This design comes from an exercise in tuning for small area and a short achievable clock period on the open sky130 flow, not from production work.
No functional check of the RTL was part of this run.
Power and IR drop assume default switching activity.

==> flow/design.v <==
module mac_unit(
	input  logic        clk,
	input  logic        rst_n_pe,
	input  logic [7:0]  neg, one, two,
	input  logic        four7,
	input  logic [15:0] weight,
	input  logic [3:0]  conv_prev,
	input  logic        load_product,
	input  logic        add,
	input  logic        fold,
	input  logic        relu,
	input  logic        out_valid,
	output logic [15:0] output_feature
);
	logic [31:0] acc, addend_s, addend_c, sum, product_s, product_c;
	logic        zero;    
	booth_mul mul(.neg(neg), .one(one), .two(two), .four7(four7), .w(weight),
	              .ps(product_s), .pc(product_c));
	add3 adder(.a(acc), .b(addend_s), .c(addend_c), .s(sum));
	always_ff @(posedge clk) begin
		if (!rst_n_pe) begin
			acc      <= '0;
			addend_s <= '0;
			addend_c <= '0;
			zero     <= 1'b0;
		end else begin
			if (load_product) begin
				addend_s <= product_s;
				addend_c <= product_c;
			end
			if (add || fold)
				acc <= sum;
			if (fold)
				zero <= relu & sum[31];
		end
	end
	always_comb begin
		case (conv_prev)
			4'd0, 4'd1:              output_feature = acc[31:16];
			4'd2, 4'd3, 4'd6, 4'd15: output_feature = acc[30:15];
			4'd4, 4'd5, 4'd12:       output_feature = acc[29:14];
			4'd13:                   output_feature = acc[25:10];
			4'd14:                   output_feature = acc[27:12];
			default:                 output_feature = acc[28:13];
		endcase
		if (!out_valid || zero) output_feature = '0;
	end
endmodule
module add3(input logic [31:0] a, input logic [31:0] b, input logic [31:0] c,
            output logic [31:0] s);
	logic [31:0] x, y, p, g;
	logic [32:0] cy;
	always_comb begin
		x = a ^ b ^ c;
		y = {(a[30:0] & b[30:0]) | (a[30:0] & c[30:0]) | (b[30:0] & c[30:0]), 1'b0};
		p = x ^ y;
		g = x & y;
		cy[0] = 1'b0;
		for (int k = 0; k < 32; k += 4) begin
			cy[k+1] = g[k] | (p[k] & cy[k]);
			cy[k+2] = g[k+1] | (p[k+1] & g[k]) | (p[k+1] & p[k] & cy[k]);
			cy[k+3] = g[k+2] | (p[k+2] & g[k+1]) | (p[k+2] & p[k+1] & g[k])
			        | (p[k+2] & p[k+1] & p[k] & cy[k]);
			cy[k+4] = g[k+3] | (p[k+3] & g[k+2]) | (p[k+3] & p[k+2] & g[k+1])
			        | (p[k+3] & p[k+2] & p[k+1] & g[k]) | (p[k+3] & p[k+2] & p[k+1] & p[k] & cy[k]);
		end
		s = p ^ cy[31:0];
	end
endmodule
module booth_mul(input [7:0] neg, input [7:0] one, input [7:0] two, input four7, input [15:0] w, output [31:0] ps, output [31:0] pc);
  wire m1;
  assign m1 = (one[0] & w[0]) | (two[0] & 1'b0);
  wire pp2;
  assign pp2 = m1 ^ neg[0];
  wire m3;
  assign m3 = (one[0] & w[1]) | (two[0] & w[0]);
  wire pp4;
  assign pp4 = m3 ^ neg[0];
  wire m5;
  assign m5 = (one[0] & w[2]) | (two[0] & w[1]);
  wire pp6;
  assign pp6 = m5 ^ neg[0];
  wire m7;
  assign m7 = (one[0] & w[3]) | (two[0] & w[2]);
  wire pp8;
  assign pp8 = m7 ^ neg[0];
  wire m9;
  assign m9 = (one[0] & w[4]) | (two[0] & w[3]);
  wire pp10;
  assign pp10 = m9 ^ neg[0];
  wire m11;
  assign m11 = (one[0] & w[5]) | (two[0] & w[4]);
  wire pp12;
  assign pp12 = m11 ^ neg[0];
  wire m13;
  assign m13 = (one[0] & w[6]) | (two[0] & w[5]);
  wire pp14;
  assign pp14 = m13 ^ neg[0];
  wire m15;
  assign m15 = (one[0] & w[7]) | (two[0] & w[6]);
  wire pp16;
  assign pp16 = m15 ^ neg[0];
  wire m17;
  assign m17 = (one[0] & w[8]) | (two[0] & w[7]);
  wire pp18;
  assign pp18 = m17 ^ neg[0];
  wire m19;
  assign m19 = (one[0] & w[9]) | (two[0] & w[8]);
  wire pp20;
  assign pp20 = m19 ^ neg[0];
  wire m21;
  assign m21 = (one[0] & w[10]) | (two[0] & w[9]);
  wire pp22;
  assign pp22 = m21 ^ neg[0];
  wire m23;
  assign m23 = (one[0] & w[11]) | (two[0] & w[10]);
  wire pp24;
  assign pp24 = m23 ^ neg[0];
  wire m25;
  assign m25 = (one[0] & w[12]) | (two[0] & w[11]);
  wire pp26;
  assign pp26 = m25 ^ neg[0];
  wire m27;
  assign m27 = (one[0] & w[13]) | (two[0] & w[12]);
  wire pp28;
  assign pp28 = m27 ^ neg[0];
  wire m29;
  assign m29 = (one[0] & w[14]) | (two[0] & w[13]);
  wire pp30;
  assign pp30 = m29 ^ neg[0];
  wire m31;
  assign m31 = (one[0] & w[15]) | (two[0] & w[14]);
  wire pp32;
  assign pp32 = m31 ^ neg[0];
  wire m33;
  assign m33 = (one[0] & w[15]) | (two[0] & w[15]);
  wire ps34;
  assign ps34 = ~(m33 ^ neg[0]);
  wire m35;
  assign m35 = (one[1] & w[0]) | (two[1] & 1'b0);
  wire pp36;
  assign pp36 = m35 ^ neg[1];
  wire m37;
  assign m37 = (one[1] & w[1]) | (two[1] & w[0]);
  wire pp38;
  assign pp38 = m37 ^ neg[1];
  wire m39;
  assign m39 = (one[1] & w[2]) | (two[1] & w[1]);
  wire pp40;
  assign pp40 = m39 ^ neg[1];
  wire m41;
  assign m41 = (one[1] & w[3]) | (two[1] & w[2]);
  wire pp42;
  assign pp42 = m41 ^ neg[1];
  wire m43;
  assign m43 = (one[1] & w[4]) | (two[1] & w[3]);
  wire pp44;
  assign pp44 = m43 ^ neg[1];
  wire m45;
  assign m45 = (one[1] & w[5]) | (two[1] & w[4]);
  wire pp46;
  assign pp46 = m45 ^ neg[1];
  wire m47;
  assign m47 = (one[1] & w[6]) | (two[1] & w[5]);
  wire pp48;
  assign pp48 = m47 ^ neg[1];
  wire m49;
  assign m49 = (one[1] & w[7]) | (two[1] & w[6]);
  wire pp50;
  assign pp50 = m49 ^ neg[1];
  wire m51;
  assign m51 = (one[1] & w[8]) | (two[1] & w[7]);
  wire pp52;
  assign pp52 = m51 ^ neg[1];
  wire m53;
  assign m53 = (one[1] & w[9]) | (two[1] & w[8]);
  wire pp54;
  assign pp54 = m53 ^ neg[1];
  wire m55;
  assign m55 = (one[1] & w[10]) | (two[1] & w[9]);
  wire pp56;
  assign pp56 = m55 ^ neg[1];
  wire m57;
  assign m57 = (one[1] & w[11]) | (two[1] & w[10]);
  wire pp58;
  assign pp58 = m57 ^ neg[1];
  wire m59;
  assign m59 = (one[1] & w[12]) | (two[1] & w[11]);
  wire pp60;
  assign pp60 = m59 ^ neg[1];
  wire m61;
  assign m61 = (one[1] & w[13]) | (two[1] & w[12]);
  wire pp62;
  assign pp62 = m61 ^ neg[1];
  wire m63;
  assign m63 = (one[1] & w[14]) | (two[1] & w[13]);
  wire pp64;
  assign pp64 = m63 ^ neg[1];
  wire m65;
  assign m65 = (one[1] & w[15]) | (two[1] & w[14]);
  wire pp66;
  assign pp66 = m65 ^ neg[1];
  wire m67;
  assign m67 = (one[1] & w[15]) | (two[1] & w[15]);
  wire ps68;
  assign ps68 = ~(m67 ^ neg[1]);
  wire m69;
  assign m69 = (one[2] & w[0]) | (two[2] & 1'b0);
  wire pp70;
  assign pp70 = m69 ^ neg[2];
  wire m71;
  assign m71 = (one[2] & w[1]) | (two[2] & w[0]);
  wire pp72;
  assign pp72 = m71 ^ neg[2];
  wire m73;
  assign m73 = (one[2] & w[2]) | (two[2] & w[1]);
  wire pp74;
  assign pp74 = m73 ^ neg[2];
  wire m75;
  assign m75 = (one[2] & w[3]) | (two[2] & w[2]);
  wire pp76;
  assign pp76 = m75 ^ neg[2];
  wire m77;
  assign m77 = (one[2] & w[4]) | (two[2] & w[3]);
  wire pp78;
  assign pp78 = m77 ^ neg[2];
  wire m79;
  assign m79 = (one[2] & w[5]) | (two[2] & w[4]);
  wire pp80;
  assign pp80 = m79 ^ neg[2];
  wire m81;
  assign m81 = (one[2] & w[6]) | (two[2] & w[5]);
  wire pp82;
  assign pp82 = m81 ^ neg[2];
  wire m83;
  assign m83 = (one[2] & w[7]) | (two[2] & w[6]);
  wire pp84;
  assign pp84 = m83 ^ neg[2];
  wire m85;
  assign m85 = (one[2] & w[8]) | (two[2] & w[7]);
  wire pp86;
  assign pp86 = m85 ^ neg[2];
  wire m87;
  assign m87 = (one[2] & w[9]) | (two[2] & w[8]);
  wire pp88;
  assign pp88 = m87 ^ neg[2];
  wire m89;
  assign m89 = (one[2] & w[10]) | (two[2] & w[9]);
  wire pp90;
  assign pp90 = m89 ^ neg[2];
  wire m91;
  assign m91 = (one[2] & w[11]) | (two[2] & w[10]);
  wire pp92;
  assign pp92 = m91 ^ neg[2];
  wire m93;
  assign m93 = (one[2] & w[12]) | (two[2] & w[11]);
  wire pp94;
  assign pp94 = m93 ^ neg[2];
  wire m95;
  assign m95 = (one[2] & w[13]) | (two[2] & w[12]);
  wire pp96;
  assign pp96 = m95 ^ neg[2];
  wire m97;
  assign m97 = (one[2] & w[14]) | (two[2] & w[13]);
  wire pp98;
  assign pp98 = m97 ^ neg[2];
  wire m99;
  assign m99 = (one[2] & w[15]) | (two[2] & w[14]);
  wire pp100;
  assign pp100 = m99 ^ neg[2];
  wire m101;
  assign m101 = (one[2] & w[15]) | (two[2] & w[15]);
  wire ps102;
  assign ps102 = ~(m101 ^ neg[2]);
  wire m103;
  assign m103 = (one[3] & w[0]) | (two[3] & 1'b0);
  wire pp104;
  assign pp104 = m103 ^ neg[3];
  wire m105;
  assign m105 = (one[3] & w[1]) | (two[3] & w[0]);
  wire pp106;
  assign pp106 = m105 ^ neg[3];
  wire m107;
  assign m107 = (one[3] & w[2]) | (two[3] & w[1]);
  wire pp108;
  assign pp108 = m107 ^ neg[3];
  wire m109;
  assign m109 = (one[3] & w[3]) | (two[3] & w[2]);
  wire pp110;
  assign pp110 = m109 ^ neg[3];
  wire m111;
  assign m111 = (one[3] & w[4]) | (two[3] & w[3]);
  wire pp112;
  assign pp112 = m111 ^ neg[3];
  wire m113;
  assign m113 = (one[3] & w[5]) | (two[3] & w[4]);
  wire pp114;
  assign pp114 = m113 ^ neg[3];
  wire m115;
  assign m115 = (one[3] & w[6]) | (two[3] & w[5]);
  wire pp116;
  assign pp116 = m115 ^ neg[3];
  wire m117;
  assign m117 = (one[3] & w[7]) | (two[3] & w[6]);
  wire pp118;
  assign pp118 = m117 ^ neg[3];
  wire m119;
  assign m119 = (one[3] & w[8]) | (two[3] & w[7]);
  wire pp120;
  assign pp120 = m119 ^ neg[3];
  wire m121;
  assign m121 = (one[3] & w[9]) | (two[3] & w[8]);
  wire pp122;
  assign pp122 = m121 ^ neg[3];
  wire m123;
  assign m123 = (one[3] & w[10]) | (two[3] & w[9]);
  wire pp124;
  assign pp124 = m123 ^ neg[3];
  wire m125;
  assign m125 = (one[3] & w[11]) | (two[3] & w[10]);
  wire pp126;
  assign pp126 = m125 ^ neg[3];
  wire m127;
  assign m127 = (one[3] & w[12]) | (two[3] & w[11]);
  wire pp128;
  assign pp128 = m127 ^ neg[3];
  wire m129;
  assign m129 = (one[3] & w[13]) | (two[3] & w[12]);
  wire pp130;
  assign pp130 = m129 ^ neg[3];
  wire m131;
  assign m131 = (one[3] & w[14]) | (two[3] & w[13]);
  wire pp132;
  assign pp132 = m131 ^ neg[3];
  wire m133;
  assign m133 = (one[3] & w[15]) | (two[3] & w[14]);
  wire pp134;
  assign pp134 = m133 ^ neg[3];
  wire m135;
  assign m135 = (one[3] & w[15]) | (two[3] & w[15]);
  wire ps136;
  assign ps136 = ~(m135 ^ neg[3]);
  wire m137;
  assign m137 = (one[4] & w[0]) | (two[4] & 1'b0);
  wire pp138;
  assign pp138 = m137 ^ neg[4];
  wire m139;
  assign m139 = (one[4] & w[1]) | (two[4] & w[0]);
  wire pp140;
  assign pp140 = m139 ^ neg[4];
  wire m141;
  assign m141 = (one[4] & w[2]) | (two[4] & w[1]);
  wire pp142;
  assign pp142 = m141 ^ neg[4];
  wire m143;
  assign m143 = (one[4] & w[3]) | (two[4] & w[2]);
  wire pp144;
  assign pp144 = m143 ^ neg[4];
  wire m145;
  assign m145 = (one[4] & w[4]) | (two[4] & w[3]);
  wire pp146;
  assign pp146 = m145 ^ neg[4];
  wire m147;
  assign m147 = (one[4] & w[5]) | (two[4] & w[4]);
  wire pp148;
  assign pp148 = m147 ^ neg[4];
  wire m149;
  assign m149 = (one[4] & w[6]) | (two[4] & w[5]);
  wire pp150;
  assign pp150 = m149 ^ neg[4];
  wire m151;
  assign m151 = (one[4] & w[7]) | (two[4] & w[6]);
  wire pp152;
  assign pp152 = m151 ^ neg[4];
  wire m153;
  assign m153 = (one[4] & w[8]) | (two[4] & w[7]);
  wire pp154;
  assign pp154 = m153 ^ neg[4];
  wire m155;
  assign m155 = (one[4] & w[9]) | (two[4] & w[8]);
  wire pp156;
  assign pp156 = m155 ^ neg[4];
  wire m157;
  assign m157 = (one[4] & w[10]) | (two[4] & w[9]);
  wire pp158;
  assign pp158 = m157 ^ neg[4];
  wire m159;
  assign m159 = (one[4] & w[11]) | (two[4] & w[10]);
  wire pp160;
  assign pp160 = m159 ^ neg[4];
  wire m161;
  assign m161 = (one[4] & w[12]) | (two[4] & w[11]);
  wire pp162;
  assign pp162 = m161 ^ neg[4];
  wire m163;
  assign m163 = (one[4] & w[13]) | (two[4] & w[12]);
  wire pp164;
  assign pp164 = m163 ^ neg[4];
  wire m165;
  assign m165 = (one[4] & w[14]) | (two[4] & w[13]);
  wire pp166;
  assign pp166 = m165 ^ neg[4];
  wire m167;
  assign m167 = (one[4] & w[15]) | (two[4] & w[14]);
  wire pp168;
  assign pp168 = m167 ^ neg[4];
  wire m169;
  assign m169 = (one[4] & w[15]) | (two[4] & w[15]);
  wire ps170;
  assign ps170 = ~(m169 ^ neg[4]);
  wire m171;
  assign m171 = (one[5] & w[0]) | (two[5] & 1'b0);
  wire pp172;
  assign pp172 = m171 ^ neg[5];
  wire m173;
  assign m173 = (one[5] & w[1]) | (two[5] & w[0]);
  wire pp174;
  assign pp174 = m173 ^ neg[5];
  wire m175;
  assign m175 = (one[5] & w[2]) | (two[5] & w[1]);
  wire pp176;
  assign pp176 = m175 ^ neg[5];
  wire m177;
  assign m177 = (one[5] & w[3]) | (two[5] & w[2]);
  wire pp178;
  assign pp178 = m177 ^ neg[5];
  wire m179;
  assign m179 = (one[5] & w[4]) | (two[5] & w[3]);
  wire pp180;
  assign pp180 = m179 ^ neg[5];
  wire m181;
  assign m181 = (one[5] & w[5]) | (two[5] & w[4]);
  wire pp182;
  assign pp182 = m181 ^ neg[5];
  wire m183;
  assign m183 = (one[5] & w[6]) | (two[5] & w[5]);
  wire pp184;
  assign pp184 = m183 ^ neg[5];
  wire m185;
  assign m185 = (one[5] & w[7]) | (two[5] & w[6]);
  wire pp186;
  assign pp186 = m185 ^ neg[5];
  wire m187;
  assign m187 = (one[5] & w[8]) | (two[5] & w[7]);
  wire pp188;
  assign pp188 = m187 ^ neg[5];
  wire m189;
  assign m189 = (one[5] & w[9]) | (two[5] & w[8]);
  wire pp190;
  assign pp190 = m189 ^ neg[5];
  wire m191;
  assign m191 = (one[5] & w[10]) | (two[5] & w[9]);
  wire pp192;
  assign pp192 = m191 ^ neg[5];
  wire m193;
  assign m193 = (one[5] & w[11]) | (two[5] & w[10]);
  wire pp194;
  assign pp194 = m193 ^ neg[5];
  wire m195;
  assign m195 = (one[5] & w[12]) | (two[5] & w[11]);
  wire pp196;
  assign pp196 = m195 ^ neg[5];
  wire m197;
  assign m197 = (one[5] & w[13]) | (two[5] & w[12]);
  wire pp198;
  assign pp198 = m197 ^ neg[5];
  wire m199;
  assign m199 = (one[5] & w[14]) | (two[5] & w[13]);
  wire pp200;
  assign pp200 = m199 ^ neg[5];
  wire m201;
  assign m201 = (one[5] & w[15]) | (two[5] & w[14]);
  wire pp202;
  assign pp202 = m201 ^ neg[5];
  wire m203;
  assign m203 = (one[5] & w[15]) | (two[5] & w[15]);
  wire ps204;
  assign ps204 = ~(m203 ^ neg[5]);
  wire m205;
  assign m205 = (one[6] & w[0]) | (two[6] & 1'b0);
  wire pp206;
  assign pp206 = m205 ^ neg[6];
  wire m207;
  assign m207 = (one[6] & w[1]) | (two[6] & w[0]);
  wire pp208;
  assign pp208 = m207 ^ neg[6];
  wire m209;
  assign m209 = (one[6] & w[2]) | (two[6] & w[1]);
  wire pp210;
  assign pp210 = m209 ^ neg[6];
  wire m211;
  assign m211 = (one[6] & w[3]) | (two[6] & w[2]);
  wire pp212;
  assign pp212 = m211 ^ neg[6];
  wire m213;
  assign m213 = (one[6] & w[4]) | (two[6] & w[3]);
  wire pp214;
  assign pp214 = m213 ^ neg[6];
  wire m215;
  assign m215 = (one[6] & w[5]) | (two[6] & w[4]);
  wire pp216;
  assign pp216 = m215 ^ neg[6];
  wire m217;
  assign m217 = (one[6] & w[6]) | (two[6] & w[5]);
  wire pp218;
  assign pp218 = m217 ^ neg[6];
  wire m219;
  assign m219 = (one[6] & w[7]) | (two[6] & w[6]);
  wire pp220;
  assign pp220 = m219 ^ neg[6];
  wire m221;
  assign m221 = (one[6] & w[8]) | (two[6] & w[7]);
  wire pp222;
  assign pp222 = m221 ^ neg[6];
  wire m223;
  assign m223 = (one[6] & w[9]) | (two[6] & w[8]);
  wire pp224;
  assign pp224 = m223 ^ neg[6];
  wire m225;
  assign m225 = (one[6] & w[10]) | (two[6] & w[9]);
  wire pp226;
  assign pp226 = m225 ^ neg[6];
  wire m227;
  assign m227 = (one[6] & w[11]) | (two[6] & w[10]);
  wire pp228;
  assign pp228 = m227 ^ neg[6];
  wire m229;
  assign m229 = (one[6] & w[12]) | (two[6] & w[11]);
  wire pp230;
  assign pp230 = m229 ^ neg[6];
  wire m231;
  assign m231 = (one[6] & w[13]) | (two[6] & w[12]);
  wire pp232;
  assign pp232 = m231 ^ neg[6];
  wire m233;
  assign m233 = (one[6] & w[14]) | (two[6] & w[13]);
  wire pp234;
  assign pp234 = m233 ^ neg[6];
  wire m235;
  assign m235 = (one[6] & w[15]) | (two[6] & w[14]);
  wire pp236;
  assign pp236 = m235 ^ neg[6];
  wire m237;
  assign m237 = (one[6] & w[15]) | (two[6] & w[15]);
  wire ps238;
  assign ps238 = ~(m237 ^ neg[6]);
  wire m239;
  assign m239 = (one[7] & w[0]) | (two[7] & 1'b0) | (four7 & 1'b0);
  wire pp240;
  assign pp240 = m239 ^ neg[7];
  wire m241;
  assign m241 = (one[7] & w[1]) | (two[7] & w[0]) | (four7 & 1'b0);
  wire pp242;
  assign pp242 = m241 ^ neg[7];
  wire m243;
  assign m243 = (one[7] & w[2]) | (two[7] & w[1]) | (four7 & w[0]);
  wire pp244;
  assign pp244 = m243 ^ neg[7];
  wire m245;
  assign m245 = (one[7] & w[3]) | (two[7] & w[2]) | (four7 & w[1]);
  wire pp246;
  assign pp246 = m245 ^ neg[7];
  wire m247;
  assign m247 = (one[7] & w[4]) | (two[7] & w[3]) | (four7 & w[2]);
  wire pp248;
  assign pp248 = m247 ^ neg[7];
  wire m249;
  assign m249 = (one[7] & w[5]) | (two[7] & w[4]) | (four7 & w[3]);
  wire pp250;
  assign pp250 = m249 ^ neg[7];
  wire m251;
  assign m251 = (one[7] & w[6]) | (two[7] & w[5]) | (four7 & w[4]);
  wire pp252;
  assign pp252 = m251 ^ neg[7];
  wire m253;
  assign m253 = (one[7] & w[7]) | (two[7] & w[6]) | (four7 & w[5]);
  wire pp254;
  assign pp254 = m253 ^ neg[7];
  wire m255;
  assign m255 = (one[7] & w[8]) | (two[7] & w[7]) | (four7 & w[6]);
  wire pp256;
  assign pp256 = m255 ^ neg[7];
  wire m257;
  assign m257 = (one[7] & w[9]) | (two[7] & w[8]) | (four7 & w[7]);
  wire pp258;
  assign pp258 = m257 ^ neg[7];
  wire m259;
  assign m259 = (one[7] & w[10]) | (two[7] & w[9]) | (four7 & w[8]);
  wire pp260;
  assign pp260 = m259 ^ neg[7];
  wire m261;
  assign m261 = (one[7] & w[11]) | (two[7] & w[10]) | (four7 & w[9]);
  wire pp262;
  assign pp262 = m261 ^ neg[7];
  wire m263;
  assign m263 = (one[7] & w[12]) | (two[7] & w[11]) | (four7 & w[10]);
  wire pp264;
  assign pp264 = m263 ^ neg[7];
  wire m265;
  assign m265 = (one[7] & w[13]) | (two[7] & w[12]) | (four7 & w[11]);
  wire pp266;
  assign pp266 = m265 ^ neg[7];
  wire m267;
  assign m267 = (one[7] & w[14]) | (two[7] & w[13]) | (four7 & w[12]);
  wire pp268;
  assign pp268 = m267 ^ neg[7];
  wire m269;
  assign m269 = (one[7] & w[15]) | (two[7] & w[14]) | (four7 & w[13]);
  wire pp270;
  assign pp270 = m269 ^ neg[7];
  wire m271;
  assign m271 = (one[7] & w[15]) | (two[7] & w[15]) | (four7 & w[14]);
  wire pp272;
  assign pp272 = m271 ^ neg[7];
  wire m273;
  assign m273 = (one[7] & w[15]) | (two[7] & w[15]) | (four7 & w[15]);
  wire pp274;
  assign pp274 = m273 ^ neg[7];
  wire s275;
  wire c276;
  assign s275 = pp22 ^ pp52;
  assign c276 = pp22 & pp52;
  wire s277;
  wire c278;
  assign s277 = pp24 ^ pp54;
  assign c278 = pp24 & pp54;
  wire s279;
  wire c280;
  assign s279 = pp26 ^ pp56 ^ pp86;
  assign c280 = (pp26 & pp56) | (pp26 & pp86) | (pp56 & pp86);
  wire s281;
  wire c282;
  assign s281 = pp116 ^ pp146;
  assign c282 = pp116 & pp146;
  wire s283;
  wire c284;
  assign s283 = pp28 ^ pp58 ^ pp88;
  assign c284 = (pp28 & pp58) | (pp28 & pp88) | (pp58 & pp88);
  wire s285;
  wire c286;
  assign s285 = pp118 ^ pp148;
  assign c286 = pp118 & pp148;
  wire s287;
  wire c288;
  assign s287 = pp30 ^ pp60 ^ pp90;
  assign c288 = (pp30 & pp60) | (pp30 & pp90) | (pp60 & pp90);
  wire s289;
  wire c290;
  assign s289 = pp120 ^ pp150 ^ pp180;
  assign c290 = (pp120 & pp150) | (pp120 & pp180) | (pp150 & pp180);
  wire s291;
  wire c292;
  assign s291 = pp210 ^ pp240;
  assign c292 = pp210 & pp240;
  wire s293;
  wire c294;
  assign s293 = pp32 ^ pp62 ^ pp92;
  assign c294 = (pp32 & pp62) | (pp32 & pp92) | (pp62 & pp92);
  wire s295;
  wire c296;
  assign s295 = pp122 ^ pp152 ^ pp182;
  assign c296 = (pp122 & pp152) | (pp122 & pp182) | (pp152 & pp182);
  wire s297;
  wire c298;
  assign s297 = pp212 ^ pp242;
  assign c298 = pp212 & pp242;
  wire s299;
  wire c300;
  assign s299 = ps34 ^ pp64 ^ pp94;
  assign c300 = (ps34 & pp64) | (ps34 & pp94) | (pp64 & pp94);
  wire s301;
  wire c302;
  assign s301 = pp124 ^ pp154 ^ pp184;
  assign c302 = (pp124 & pp154) | (pp124 & pp184) | (pp154 & pp184);
  wire s303;
  wire c304;
  assign s303 = pp214 ^ pp244 ^ 1'b1;
  assign c304 = (pp214 & pp244) | (pp214 & 1'b1) | (pp244 & 1'b1);
  wire s305;
  wire c306;
  assign s305 = pp66 ^ pp96 ^ pp126;
  assign c306 = (pp66 & pp96) | (pp66 & pp126) | (pp96 & pp126);
  wire s307;
  wire c308;
  assign s307 = pp156 ^ pp186 ^ pp216;
  assign c308 = (pp156 & pp186) | (pp156 & pp216) | (pp186 & pp216);
  wire s309;
  wire c310;
  assign s309 = pp246 ^ 1'b1;
  assign c310 = pp246 & 1'b1;
  wire s311;
  wire c312;
  assign s311 = ps68 ^ pp98 ^ pp128;
  assign c312 = (ps68 & pp98) | (ps68 & pp128) | (pp98 & pp128);
  wire s313;
  wire c314;
  assign s313 = pp158 ^ pp188 ^ pp218;
  assign c314 = (pp158 & pp188) | (pp158 & pp218) | (pp188 & pp218);
  wire s315;
  wire c316;
  assign s315 = pp100 ^ pp130 ^ pp160;
  assign c316 = (pp100 & pp130) | (pp100 & pp160) | (pp130 & pp160);
  wire s317;
  wire c318;
  assign s317 = pp190 ^ pp220;
  assign c318 = pp190 & pp220;
  wire s319;
  wire c320;
  assign s319 = ps102 ^ pp132 ^ pp162;
  assign c320 = (ps102 & pp132) | (ps102 & pp162) | (pp132 & pp162);
  wire s321;
  wire c322;
  assign s321 = pp134 ^ pp164;
  assign c322 = pp134 & pp164;
  wire s323;
  wire c324;
  assign s323 = pp14 ^ pp44;
  assign c324 = pp14 & pp44;
  wire s325;
  wire c326;
  assign s325 = pp16 ^ pp46;
  assign c326 = pp16 & pp46;
  wire s327;
  wire c328;
  assign s327 = pp18 ^ pp48 ^ pp78;
  assign c328 = (pp18 & pp48) | (pp18 & pp78) | (pp48 & pp78);
  wire s329;
  wire c330;
  assign s329 = pp108 ^ pp138;
  assign c330 = pp108 & pp138;
  wire s331;
  wire c332;
  assign s331 = pp20 ^ pp50 ^ pp80;
  assign c332 = (pp20 & pp50) | (pp20 & pp80) | (pp50 & pp80);
  wire s333;
  wire c334;
  assign s333 = pp110 ^ pp140;
  assign c334 = pp110 & pp140;
  wire s335;
  wire c336;
  assign s335 = s275 ^ pp82 ^ pp112;
  assign c336 = (s275 & pp82) | (s275 & pp112) | (pp82 & pp112);
  wire s337;
  wire c338;
  assign s337 = pp142 ^ pp172 ^ neg[5];
  assign c338 = (pp142 & pp172) | (pp142 & neg[5]) | (pp172 & neg[5]);
  wire s339;
  wire c340;
  assign s339 = c276 ^ s277 ^ pp84;
  assign c340 = (c276 & s277) | (c276 & pp84) | (s277 & pp84);
  wire s341;
  wire c342;
  assign s341 = pp114 ^ pp144 ^ pp174;
  assign c342 = (pp114 & pp144) | (pp114 & pp174) | (pp144 & pp174);
  wire s343;
  wire c344;
  assign s343 = c278 ^ s279 ^ s281;
  assign c344 = (c278 & s279) | (c278 & s281) | (s279 & s281);
  wire s345;
  wire c346;
  assign s345 = pp176 ^ pp206 ^ neg[6];
  assign c346 = (pp176 & pp206) | (pp176 & neg[6]) | (pp206 & neg[6]);
  wire s347;
  wire c348;
  assign s347 = c280 ^ c282 ^ s283;
  assign c348 = (c280 & c282) | (c280 & s283) | (c282 & s283);
  wire s349;
  wire c350;
  assign s349 = s285 ^ pp178 ^ pp208;
  assign c350 = (s285 & pp178) | (s285 & pp208) | (pp178 & pp208);
  wire s351;
  wire c352;
  assign s351 = c284 ^ c286 ^ s287;
  assign c352 = (c284 & c286) | (c284 & s287) | (c286 & s287);
  wire s353;
  wire c354;
  assign s353 = s289 ^ s291 ^ neg[7];
  assign c354 = (s289 & s291) | (s289 & neg[7]) | (s291 & neg[7]);
  wire s355;
  wire c356;
  assign s355 = c288 ^ c290 ^ c292;
  assign c356 = (c288 & c290) | (c288 & c292) | (c290 & c292);
  wire s357;
  wire c358;
  assign s357 = s293 ^ s295 ^ s297;
  assign c358 = (s293 & s295) | (s293 & s297) | (s295 & s297);
  wire s359;
  wire c360;
  assign s359 = c294 ^ c296 ^ c298;
  assign c360 = (c294 & c296) | (c294 & c298) | (c296 & c298);
  wire s361;
  wire c362;
  assign s361 = s299 ^ s301 ^ s303;
  assign c362 = (s299 & s301) | (s299 & s303) | (s301 & s303);
  wire s363;
  wire c364;
  assign s363 = c300 ^ c302 ^ c304;
  assign c364 = (c300 & c302) | (c300 & c304) | (c302 & c304);
  wire s365;
  wire c366;
  assign s365 = s305 ^ s307 ^ s309;
  assign c366 = (s305 & s307) | (s305 & s309) | (s307 & s309);
  wire s367;
  wire c368;
  assign s367 = c306 ^ c308 ^ c310;
  assign c368 = (c306 & c308) | (c306 & c310) | (c308 & c310);
  wire s369;
  wire c370;
  assign s369 = s311 ^ s313 ^ pp248;
  assign c370 = (s311 & s313) | (s311 & pp248) | (s313 & pp248);
  wire s371;
  wire c372;
  assign s371 = c312 ^ c314 ^ s315;
  assign c372 = (c312 & c314) | (c312 & s315) | (c314 & s315);
  wire s373;
  wire c374;
  assign s373 = s317 ^ pp250 ^ 1'b1;
  assign c374 = (s317 & pp250) | (s317 & 1'b1) | (pp250 & 1'b1);
  wire s375;
  wire c376;
  assign s375 = c316 ^ c318 ^ s319;
  assign c376 = (c316 & c318) | (c316 & s319) | (c318 & s319);
  wire s377;
  wire c378;
  assign s377 = pp192 ^ pp222 ^ pp252;
  assign c378 = (pp192 & pp222) | (pp192 & pp252) | (pp222 & pp252);
  wire s379;
  wire c380;
  assign s379 = c320 ^ s321 ^ pp194;
  assign c380 = (c320 & s321) | (c320 & pp194) | (s321 & pp194);
  wire s381;
  wire c382;
  assign s381 = pp224 ^ pp254 ^ 1'b1;
  assign c382 = (pp224 & pp254) | (pp224 & 1'b1) | (pp254 & 1'b1);
  wire s383;
  wire c384;
  assign s383 = c322 ^ ps136 ^ pp166;
  assign c384 = (c322 & ps136) | (c322 & pp166) | (ps136 & pp166);
  wire s385;
  wire c386;
  assign s385 = pp196 ^ pp226 ^ pp256;
  assign c386 = (pp196 & pp226) | (pp196 & pp256) | (pp226 & pp256);
  wire s387;
  wire c388;
  assign s387 = pp168 ^ pp198 ^ pp228;
  assign c388 = (pp168 & pp198) | (pp168 & pp228) | (pp198 & pp228);
  wire s389;
  wire c390;
  assign s389 = pp258 ^ 1'b1;
  assign c390 = pp258 & 1'b1;
  wire s391;
  wire c392;
  assign s391 = ps170 ^ pp200 ^ pp230;
  assign c392 = (ps170 & pp200) | (ps170 & pp230) | (pp200 & pp230);
  wire s393;
  wire c394;
  assign s393 = pp202 ^ pp232;
  assign c394 = pp202 & pp232;
  wire s395;
  wire c396;
  assign s395 = pp10 ^ pp40;
  assign c396 = pp10 & pp40;
  wire s397;
  wire c398;
  assign s397 = pp12 ^ pp42;
  assign c398 = pp12 & pp42;
  wire s399;
  wire c400;
  assign s399 = s323 ^ pp74 ^ pp104;
  assign c400 = (s323 & pp74) | (s323 & pp104) | (pp74 & pp104);
  wire s401;
  wire c402;
  assign s401 = c324 ^ s325 ^ pp76;
  assign c402 = (c324 & s325) | (c324 & pp76) | (s325 & pp76);
  wire s403;
  wire c404;
  assign s403 = c326 ^ s327 ^ s329;
  assign c404 = (c326 & s327) | (c326 & s329) | (s327 & s329);
  wire s405;
  wire c406;
  assign s405 = c328 ^ c330 ^ s331;
  assign c406 = (c328 & c330) | (c328 & s331) | (c330 & s331);
  wire s407;
  wire c408;
  assign s407 = c332 ^ c334 ^ s335;
  assign c408 = (c332 & c334) | (c332 & s335) | (c334 & s335);
  wire s409;
  wire c410;
  assign s409 = c336 ^ c338 ^ s339;
  assign c410 = (c336 & c338) | (c336 & s339) | (c338 & s339);
  wire s411;
  wire c412;
  assign s411 = c340 ^ c342 ^ s343;
  assign c412 = (c340 & c342) | (c340 & s343) | (c342 & s343);
  wire s413;
  wire c414;
  assign s413 = c344 ^ c346 ^ s347;
  assign c414 = (c344 & c346) | (c344 & s347) | (c346 & s347);
  wire s415;
  wire c416;
  assign s415 = c348 ^ c350 ^ s351;
  assign c416 = (c348 & c350) | (c348 & s351) | (c350 & s351);
  wire s417;
  wire c418;
  assign s417 = c352 ^ c354 ^ s355;
  assign c418 = (c352 & c354) | (c352 & s355) | (c354 & s355);
  wire s419;
  wire c420;
  assign s419 = c356 ^ c358 ^ s359;
  assign c420 = (c356 & c358) | (c356 & s359) | (c358 & s359);
  wire s421;
  wire c422;
  assign s421 = c360 ^ c362 ^ s363;
  assign c422 = (c360 & c362) | (c360 & s363) | (c362 & s363);
  wire s423;
  wire c424;
  assign s423 = c364 ^ c366 ^ s367;
  assign c424 = (c364 & c366) | (c364 & s367) | (c366 & s367);
  wire s425;
  wire c426;
  assign s425 = c368 ^ c370 ^ s371;
  assign c426 = (c368 & c370) | (c368 & s371) | (c370 & s371);
  wire s427;
  wire c428;
  assign s427 = c372 ^ c374 ^ s375;
  assign c428 = (c372 & c374) | (c372 & s375) | (c374 & s375);
  wire s429;
  wire c430;
  assign s429 = c376 ^ c378 ^ s379;
  assign c430 = (c376 & c378) | (c376 & s379) | (c378 & s379);
  wire s431;
  wire c432;
  assign s431 = c380 ^ c382 ^ s383;
  assign c432 = (c380 & c382) | (c380 & s383) | (c382 & s383);
  wire s433;
  wire c434;
  assign s433 = c384 ^ c386 ^ s387;
  assign c434 = (c384 & c386) | (c384 & s387) | (c386 & s387);
  wire s435;
  wire c436;
  assign s435 = c388 ^ c390 ^ s391;
  assign c436 = (c388 & c390) | (c388 & s391) | (c390 & s391);
  wire s437;
  wire c438;
  assign s437 = c392 ^ s393 ^ pp262;
  assign c438 = (c392 & s393) | (c392 & pp262) | (s393 & pp262);
  wire s439;
  wire c440;
  assign s439 = c394 ^ ps204 ^ pp234;
  assign c440 = (c394 & ps204) | (c394 & pp234) | (ps204 & pp234);
  wire s441;
  wire c442;
  assign s441 = pp236 ^ pp266;
  assign c442 = pp236 & pp266;
  wire s443;
  wire c444;
  assign s443 = pp6 ^ pp36;
  assign c444 = pp6 & pp36;
  wire s445;
  wire c446;
  assign s445 = pp8 ^ pp38;
  assign c446 = pp8 & pp38;
  wire s447;
  wire c448;
  assign s447 = s395 ^ pp70 ^ neg[2];
  assign c448 = (s395 & pp70) | (s395 & neg[2]) | (pp70 & neg[2]);
  wire s449;
  wire c450;
  assign s449 = c396 ^ s397 ^ pp72;
  assign c450 = (c396 & s397) | (c396 & pp72) | (s397 & pp72);
  wire s451;
  wire c452;
  assign s451 = c398 ^ s399 ^ neg[3];
  assign c452 = (c398 & s399) | (c398 & neg[3]) | (s399 & neg[3]);
  wire s453;
  wire c454;
  assign s453 = c400 ^ s401 ^ pp106;
  assign c454 = (c400 & s401) | (c400 & pp106) | (s401 & pp106);
  wire s455;
  wire c456;
  assign s455 = c402 ^ s403 ^ neg[4];
  assign c456 = (c402 & s403) | (c402 & neg[4]) | (s403 & neg[4]);
  wire s457;
  wire c458;
  assign s457 = c404 ^ s405 ^ s333;
  assign c458 = (c404 & s405) | (c404 & s333) | (s405 & s333);
  wire s459;
  wire c460;
  assign s459 = c406 ^ s407 ^ s337;
  assign c460 = (c406 & s407) | (c406 & s337) | (s407 & s337);
  wire s461;
  wire c462;
  assign s461 = c408 ^ s409 ^ s341;
  assign c462 = (c408 & s409) | (c408 & s341) | (s409 & s341);
  wire s463;
  wire c464;
  assign s463 = c410 ^ s411 ^ s345;
  assign c464 = (c410 & s411) | (c410 & s345) | (s411 & s345);
  wire s465;
  wire c466;
  assign s465 = c412 ^ s413 ^ s349;
  assign c466 = (c412 & s413) | (c412 & s349) | (s413 & s349);
  wire s467;
  wire c468;
  assign s467 = c414 ^ s415 ^ s353;
  assign c468 = (c414 & s415) | (c414 & s353) | (s415 & s353);
  wire s469;
  wire c470;
  assign s469 = c416 ^ s417 ^ s357;
  assign c470 = (c416 & s417) | (c416 & s357) | (s417 & s357);
  wire s471;
  wire c472;
  assign s471 = c418 ^ s419 ^ s361;
  assign c472 = (c418 & s419) | (c418 & s361) | (s419 & s361);
  wire s473;
  wire c474;
  assign s473 = c420 ^ s421 ^ s365;
  assign c474 = (c420 & s421) | (c420 & s365) | (s421 & s365);
  wire s475;
  wire c476;
  assign s475 = c422 ^ s423 ^ s369;
  assign c476 = (c422 & s423) | (c422 & s369) | (s423 & s369);
  wire s477;
  wire c478;
  assign s477 = c424 ^ s425 ^ s373;
  assign c478 = (c424 & s425) | (c424 & s373) | (s425 & s373);
  wire s479;
  wire c480;
  assign s479 = c426 ^ s427 ^ s377;
  assign c480 = (c426 & s427) | (c426 & s377) | (s427 & s377);
  wire s481;
  wire c482;
  assign s481 = c428 ^ s429 ^ s381;
  assign c482 = (c428 & s429) | (c428 & s381) | (s429 & s381);
  wire s483;
  wire c484;
  assign s483 = c430 ^ s431 ^ s385;
  assign c484 = (c430 & s431) | (c430 & s385) | (s431 & s385);
  wire s485;
  wire c486;
  assign s485 = c432 ^ s433 ^ s389;
  assign c486 = (c432 & s433) | (c432 & s389) | (s433 & s389);
  wire s487;
  wire c488;
  assign s487 = c434 ^ s435 ^ pp260;
  assign c488 = (c434 & s435) | (c434 & pp260) | (s435 & pp260);
  wire s489;
  wire c490;
  assign s489 = c436 ^ s437 ^ 1'b1;
  assign c490 = (c436 & s437) | (c436 & 1'b1) | (s437 & 1'b1);
  wire s491;
  wire c492;
  assign s491 = c438 ^ s439 ^ pp264;
  assign c492 = (c438 & s439) | (c438 & pp264) | (s439 & pp264);
  wire s493;
  wire c494;
  assign s493 = c440 ^ s441 ^ 1'b1;
  assign c494 = (c440 & s441) | (c440 & 1'b1) | (s441 & 1'b1);
  wire s495;
  wire c496;
  assign s495 = c442 ^ ps238 ^ pp268;
  assign c496 = (c442 & ps238) | (c442 & pp268) | (ps238 & pp268);
  wire s497;
  wire c498;
  assign s497 = pp270 ^ 1'b1;
  assign c498 = pp270 & 1'b1;
  wire s499;
  wire c500;
  assign s499 = pp272 ^ 1'b1;
  assign c500 = pp272 & 1'b1;
  wire s501;
  wire c502;
  assign s501 = pp274 ^ 1'b1;
  assign c502 = pp274 & 1'b1;
  assign ps = {c500, c498, c496, c494, c492, c490, c488, c486, c484, c482, c480, c478, c476, c474, c472, c470, c468, c466, c464, c462, c460, c458, c456, c454, c452, c450, c448, c446, c444, s443, pp4, pp2};
  assign pc = {s501, s499, s497, s495, s493, s491, s489, s487, s485, s483, s481, s479, s477, s475, s473, s471, s469, s467, s465, s463, s461, s459, s457, s455, s453, s451, s449, s447, s445, neg[1], 1'b0, neg[0]};
endmodule
module pe_array #(parameter NPE = 4)(
	input  logic              clk,
	input  logic              rst_n_pe,
	input  logic              weight_valid,
	input  logic              feature_valid,
	input  logic [15:0]       feature_in,      
	input  logic [NPE*16-1:0] weight_in,       
	input  logic [3:0]        conv_num,
	output logic [NPE*16-1:0] output_feature,
	input  logic              relu_en,
	input  logic              partial_en
);
	localparam logic [1:0] IDLE = 2'd0, BIAS = 2'd1, FOLD = 2'd2, OUT = 2'd3;
	logic [1:0] state;
	logic [3:0] conv_prev;
	logic       relu_prev, keep_prev;
	logic       mac_step, bias_step, bias_load;
	logic [7:0] neg, one, two;
	logic       four7;
	logic [7:0] f_neg, f_one, f_two, b_one, b_two;
	logic       b_four7, keep;
	logic [NPE*16-1:0] weight;
	assign mac_step  = (state == IDLE) & feature_valid & weight_valid;
	assign bias_step = (state == IDLE) & ~feature_valid & weight_valid;
	assign bias_load = bias_step & rst_n_pe;
	booth_enc enc(.f(feature_in), .neg(f_neg), .one(f_one), .two(f_two));
	always_comb begin
		logic [4:0] sh;
		logic       zero;
		keep = 1'b0;
		zero = 1'b0;
		sh = 5'd0;
		if (partial_en) begin
			case (conv_num)
				4'd0, 4'd1:                     sh = 5'd16;
				4'd2, 4'd3, 4'd6:               sh = 5'd15;
				4'd4, 4'd5, 4'd12:              sh = 5'd14;
				4'd7, 4'd8, 4'd9, 4'd10, 4'd11: sh = 5'd13;
				default:                        keep = 1'b1;
			endcase
		end else begin
			case (conv_num)
				4'd0, 4'd12:                    sh = 5'd9;
				4'd1:                           sh = 5'd6;
				4'd2, 4'd10:                    sh = 5'd3;
				4'd3, 4'd9:                     sh = 5'd2;
				4'd4, 4'd5, 4'd6, 4'd8:         sh = 5'd1;
				4'd7:                           zero = 1'b1;
				4'd11:                          sh = 5'd4;
				default:                        sh = 5'd0;
			endcase
		end
		for (int j = 0; j < 8; j++) begin
			b_one[j] = ~zero & ~keep & (sh == 5'(2 * j));
			b_two[j] = ~zero & ~keep & (sh == 5'(2 * j + 1));
		end
		b_four7 = ~keep & (sh == 5'd16);
	end
	always_ff @(posedge clk) begin
		conv_prev <= conv_num;
		relu_prev <= relu_en;
		keep_prev <= keep;
		if (bias_load) begin
			neg <= '0; one <= b_one; two <= b_two; four7 <= b_four7;
		end else begin
			neg <= f_neg; one <= f_one; two <= f_two; four7 <= 1'b0;
			weight <= weight_in;
		end
		if (!rst_n_pe)
			state <= IDLE;
		else case (state)
			IDLE: if (bias_step) state <= BIAS;
			BIAS: state <= FOLD;
			default: state <= OUT;
		endcase
	end
	for (genvar i = 0; i < NPE; i++) begin : mac
		mac_unit u(
			.clk(clk),
			.rst_n_pe(rst_n_pe),
			.neg(neg), .one(one), .two(two), .four7(four7),
			.weight(weight[i*16 +: 16]),
			.conv_prev(conv_prev),
			.load_product(mac_step | (state == BIAS && !keep_prev)),
			.add(mac_step | bias_step),
			.fold(state == FOLD),
			.relu(relu_prev),
			.out_valid(state == OUT),
			.output_feature(output_feature[i*16 +: 16])
		);
	end
endmodule
module booth_enc(input logic [15:0] f, output logic [7:0] neg, output logic [7:0] one,
                 output logic [7:0] two);
	logic [16:0] fx;
	assign fx = {f, 1'b0};
	always_comb
		for (int j = 0; j < 8; j++) begin
			neg[j] = fx[2*j+2] & ~(fx[2*j+1] & fx[2*j]);
			one[j] = fx[2*j+1] ^ fx[2*j];
			two[j] = (fx[2*j+2] & ~fx[2*j+1] & ~fx[2*j]) | (~fx[2*j+2] & fx[2*j+1] & fx[2*j]);
		end
endmodule
module onchip_read_master_weight #(parameter NPE = 4)(
	input  logic        clk,
	input  logic        rst_n,
	output logic [16:0] addr_read,
	output logic [NPE*2-1:0] byteenable,
	output logic        read,
	input  logic        wait_request,
	input  logic        readdatavalid,
	output logic        chipselect,
	input  logic [16:0] addr_read_input,
	input  logic        read_en_input,
	output logic        data_valid,
	output logic        readdatavalid_out
);
	logic state;         
	logic read_en_reg;
	logic xfer;
	assign byteenable = {(NPE*2){1'b1}};
	assign readdatavalid_out = readdatavalid;
	assign xfer = readdatavalid & ~wait_request;
	always_ff @(posedge clk) begin
		if (rst_n) addr_read <= addr_read_input;
	end
	always_ff @(posedge clk) begin
		if (!rst_n) begin
			state       <= 1'b0;
			data_valid  <= 1'b0;
			read        <= 1'b0;
			chipselect  <= 1'b0;
			read_en_reg <= 1'b0;
		end else begin
			read_en_reg <= read_en_input;
			data_valid  <= state & xfer;
			chipselect  <= read_en_reg & (~state | xfer);
			if (!state && read_en_reg) read <= 1'b1;
			if (!state) state <= read_en_reg;
			else if (xfer && !read_en_reg) state <= 1'b0;
		end
	end
endmodule
module onchip_read_master_input(
	input  logic        clk,
	input  logic        rst_n,
	output logic [16:0] addr_read,
	output logic [1:0]  byteenable,
	output logic        read,
	input  logic        wait_request,
	input  logic        readdatavalid,
	output logic        chipselect,
	input  logic [16:0] addr_read_input,
	input  logic        read_en_input,
	output logic        data_valid,
	output logic        readdatavalid_out
);
	logic state;         
	logic read_en_reg;
	logic xfer;
	assign byteenable = 2'b11;
	assign readdatavalid_out = readdatavalid;
	assign xfer = readdatavalid & ~wait_request;
	always_ff @(posedge clk) begin
		if (rst_n) addr_read <= addr_read_input;
	end
	always_ff @(posedge clk) begin
		if (!rst_n) begin
			state       <= 1'b0;
			data_valid  <= 1'b0;
			read        <= 1'b0;
			chipselect  <= 1'b0;
			read_en_reg <= 1'b0;
		end else begin
			read_en_reg <= read_en_input;
			data_valid  <= state & xfer;
			chipselect  <= read_en_reg & (~state | xfer);
			if (!state && read_en_reg) read <= 1'b1;
			if (!state) state <= read_en_reg;
			else if (xfer && !read_en_reg) state <= 1'b0;
		end
	end
endmodule
module p1024_to_s16 #(parameter NPE = 4)(
	input  logic            clk,
	input  logic            rst_n,
	input  logic [NPE*16-1:0] datain_pe,
	input  logic            input_en_control,
	input  logic [14:0]     addr_in_control,
	input  logic            pool_en,
	input  logic            output_en,
	output logic [15:0]     writedata_output,
	output logic [14:0]     address_output,
	output logic            write_output,
	input  logic            waitrequest_output,
	output logic [1:0]      byteenable_output,
	output logic            chipselect
);
	localparam logic [2:0] IDLE = 3'd0, POOL_INIT = 3'd1, POOL = 3'd2, OUT0 = 3'd3;
	localparam logic [2:0] OUTN = OUT0 + NPE;
	logic [2:0]  state;
	logic [NPE*16-1:0] buffer, buffer_out;
	logic [14:0] address_output_in;
	assign byteenable_output = 2'b11;
	assign write_output = 1'b1;
	assign chipselect = 1'b0;
	always_ff @(posedge clk) begin
		if (state == IDLE && input_en_control) begin
			buffer <= datain_pe;
			address_output_in <= addr_in_control;
		end else if (state >= OUT0 && state != OUTN && output_en && !waitrequest_output)
			address_output_in <= address_output_in + 15'd2;
	end
	always_ff @(posedge clk) begin
		if (!rst_n) begin
			state <= IDLE;
			buffer_out <= '0;
			address_output <= '0;
			writedata_output <= '0;
		end else begin
			case (state)
				IDLE: if (input_en_control) state <= POOL_INIT;
				POOL_INIT: state <= POOL;
				POOL: begin
					for (int k = 0; k < NPE; k++)
						if (!pool_en || $signed(buffer[k*16 +: 16]) > $signed(buffer_out[k*16 +: 16]))
							buffer_out[k*16 +: 16] <= buffer[k*16 +: 16];
					state <= OUT0;
				end
				default: begin
					if (!output_en)
						state <= IDLE;
					else if (!waitrequest_output) begin
						if (state == OUTN)
							state <= IDLE;
						else begin
							address_output   <= address_output_in;
							writedata_output <= buffer_out[15:0];
							buffer_out       <= buffer_out >> 16;
							state            <= state + 3'd1;
						end
					end
				end
			endcase
		end
	end
endmodule
module pe_array_top #(parameter NPE = 4)
                   (input logic clk,
                    input logic rst_n,
                    input logic rst_n_pe,
                    input logic [3:0] conv_num,
                    input logic partial_en_control,
                    input logic [NPE*16-1:0]data_readw_weight,
                    input logic [15:0]data_readi_input,
                    output logic [15:0]data_write_output,
                    output logic [16:0]addr_readi_input,
                    output logic [16:0]addr_readw_weight,
                    output logic [14:0]addr_write_output,
                    output logic [1:0]byteenable_readi_input,
                    output logic [NPE*2-1:0]byteenable_readw_weight,
		            output logic [1:0]byteenable_write_output,
                    input logic [16:0]addr_readi_control,
                    input logic [16:0]addr_readw_control,
                    input logic [14:0]addr_write_control,
                    input logic pool_en_control,
                    input logic relu_en_control,
                    input logic output_en_control,
		            input logic waitrequest_output,
		            input logic waitrequest_input,
		            input logic waitrequest_weight,
                    input logic en_write_control,
                    input logic en_readi_control,
                    input logic en_readw_control,
                    input logic readdatavalid_input,
                    input logic readdatavalid_weight,
                    output logic write_output,
                    output logic read_readw_weight,
                    output logic read_readi_input,
                    output logic chipselect_input,
                    output logic chipselect_weight,
                    output logic chipselect_output,
                    output logic readdatavalid_out_input,
                    output logic readdatavalid_out_weight
                    );
logic[NPE*16-1:0]data_write_pe;
logic data_valid_readi_pe;
logic data_valid_readw_pe;
p1024_to_s16 #(.NPE(NPE)) pts(.clk(clk),
			 	.rst_n(rst_n),
				.datain_pe(data_write_pe),
				.input_en_control(en_write_control),
				.addr_in_control(addr_write_control),
				.writedata_output(data_write_output),
				.address_output(addr_write_output),
				.write_output(write_output),
				.waitrequest_output(waitrequest_output),
				.byteenable_output(byteenable_write_output),
				.chipselect(chipselect_output),
				.pool_en(pool_en_control),
				.output_en(output_en_control)
                );
onchip_read_master_weight #(.NPE(NPE)) master_to_weight_bias(.clk(clk),
                                         .addr_read(addr_readw_weight),
                                         .byteenable(byteenable_readw_weight),
                                         .read(read_readw_weight),
					                     .wait_request(waitrequest_weight),
                                         .addr_read_input(addr_readw_control),
                                         .read_en_input(en_readw_control),
                                         .rst_n(rst_n),
                                         .readdatavalid(readdatavalid_weight),
                                         .data_valid(data_valid_readw_pe),
                                         .chipselect(chipselect_weight),
                                         .readdatavalid_out(readdatavalid_out_weight)
                                         );
onchip_read_master_input master_to_input(.clk(clk),
                                   .addr_read(addr_readi_input),
                                   .byteenable(byteenable_readi_input),
                                   .read(read_readi_input),
				   				   .wait_request(waitrequest_input),
                                   .addr_read_input(addr_readi_control),
                                   .read_en_input(en_readi_control),
                                   .rst_n(rst_n),
                                   .readdatavalid(readdatavalid_input),
                                   .data_valid(data_valid_readi_pe),
                                   .chipselect(chipselect_input),
                                   .readdatavalid_out(readdatavalid_out_input)
                                   );
pe_array #(.NPE(NPE)) array(.clk(clk),
               .rst_n_pe(rst_n_pe),
               .feature_valid(data_valid_readi_pe),
	       	   .weight_valid(data_valid_readw_pe),
               .feature_in(data_readi_input),
               .conv_num(conv_num),
               .output_feature(data_write_pe),
               .weight_in(data_readw_weight),
               .relu_en(relu_en_control),
               .partial_en(partial_en_control));
endmodule 
==> flow/flow/run.sh <==
#!/bin/bash
# Standard synthesis unchanged, then the standard layout steps with other settings.
set -eo pipefail
bash standard.sh synth > synth.log 2>&1
bash standard.sh BUFFER_PORTS_ARGS="-buffer_cell sky130_fd_sc_hd__buf_1" SETUP_SLACK_MARGIN=5.8 CTS_ARGS="-sink_clustering_enable -repair_clock_nets -dont_use_dummy_load -buf_list sky130_fd_sc_hd__clkbuf_4 sky130_fd_sc_hd__clkbuf_8" finish > layout.log 2>&1
==> flow/standard.sh <==
#!/bin/bash
# synth_recipe.tcl (not shown) runs the flow's synth.tcl, then flattens the netlist and writes it again
# the make line also repeats each setting of config.mk as NAME=value (left out here)
make -C /OpenROAD-flow-scripts/flow DESIGN_CONFIG=/design/flow/config.mk WORK_HOME=/design/flow/orfs CLKGATE_MAP_FILE= SYNTH_SCRIPT=/design/flow/synth_recipe.tcl "${@:-finish}"
==> flow/config.mk <==
export PLATFORM = sky130hd
export DESIGN_NAME = pe_array_top
export DESIGN_NICKNAME = pe_array_top
export VERILOG_FILES = /design/flow/design.v
export SDC_FILE = /design/flow/constraint.sdc
export NUM_CORES = 8
export LEC_CHECK = 0
export CAP_MARGIN = 20
export CORE_MARGIN = 2
export CORE_UTILIZATION = 40
export SLEW_MARGIN = 20
==> flow/constraint.sdc <==
create_clock -name core_clock -period 10.0 [get_ports {clk}]
set_input_delay 2.0000 -clock core_clock [delete_from_list [all_inputs] [get_ports {clk}]]
set_output_delay 2.0000 -clock core_clock [all_outputs]
set_load 0.01 [all_outputs]
==> flow_metrics.py <==
metrics = {
    "floorplan": {
        "die_h_um": 376.6,
        "boundaryPins": 233,
        "placementRows": 136,
        "die_w_um": 376.6,
        "initial_core_util": 0.4035,
    },
    "run_status": {
        "stop_stage": "4_1_cts",
        "status": "aborted with a tool error",
        "error": "[ERROR STA-0564] clock_tree_synthesis positional arguments not supported.",
    },
    "synth": {
        "async_reset_ff_frac": 0,
        "synth_edf_count": 177,
        "netlist_instances": 5971,
        "synth-seq-area-share": 0.2828,
        "ys_seq_elements": 696,
        "synth_top_area_cell": "dfxtp_1",
        "yosysWarnings": 7,
        "synth_area_leaders": "dfxtp_1 19%, fa_1 17%, edfxtp_1 9.6%, xnor2_1 6.9%, ha_1 6.7%",
        "syn_area_mm2": 0.05554,
        "synth.distinct_cells": 78,
        "synth.avg_cell_area_um2": 9.302,
        "synth_ff_type": "dfxtp_1",
        "synth_top_area_frac": 0.1871,
    },
    "place": {
        "place_hpwl_um": 108900,
        "io_buffers": 218,
        "dpl-instance-area_mm2": 0.05704,
        "place.gp.congestion": 0.8597,
    },
}
-- worst max path at each step --
stage                              startpoint                      end  slack [ns]  cells after the start
after detailed placement   waitrequest_output       pts.buffer_out[63]        5.57                      8
after global placement               rst_n_pe   array.mac[2].u.acc[23]        5.60                      5
after floorplan           readdatavalid_input  readdatavalid_out_input        5.88                      1
-- through the flow --
| stage | instances | worst slack, ns | utilization |
|---|---|---|---|
| floorplan | 5983 | 5.881 | - |
| global placement | 7493 | 5.595 | 0.4143 |
| detailed placement | 7493 | 5.571 | 0.4143 |
-- synth_stat cells (all sizes together), types with 18 or more instances --
cell / instances
a211oi: 92
a31oi: 74
o21a: 18
xnor2: 438
nand2b: 27
a21boi: 231
a22oi: 428
nand3: 51
ha: 298
nor2: 122
and2: 35
clkbuf: 453
a221oi: 64
a21o: 57
nand4: 21
edfxtp: 177
a222oi: 56
o211a: 70
dfxtp: 519
xor2: 218
nor3: 21
buf: 100
a21oi: 170
inv: 464
nor2b: 25
fa: 484
nand2: 907
a22o: 64
o21ai: 144
-- cells by family after synthesis --
group	share of synthesized area
AOI/OAI and AO/OA	0.2020
xor gates and xnor gates	0.1034
adders and majority gates	0.2416
buffers and inverters	0.07006
DFF	0.2828
muxes	0.002545
other	0.0001352
and+or+nand+nor	0.09752
-- power by group through the flow --
stage          Clock (mW)  Combinational [mW]  Sequential (mW)
3_5_place_dp            0                5.50             3.83
3_3_place_gp            0                5.42             3.82
2_1_floorplan           0                4.05             3.56
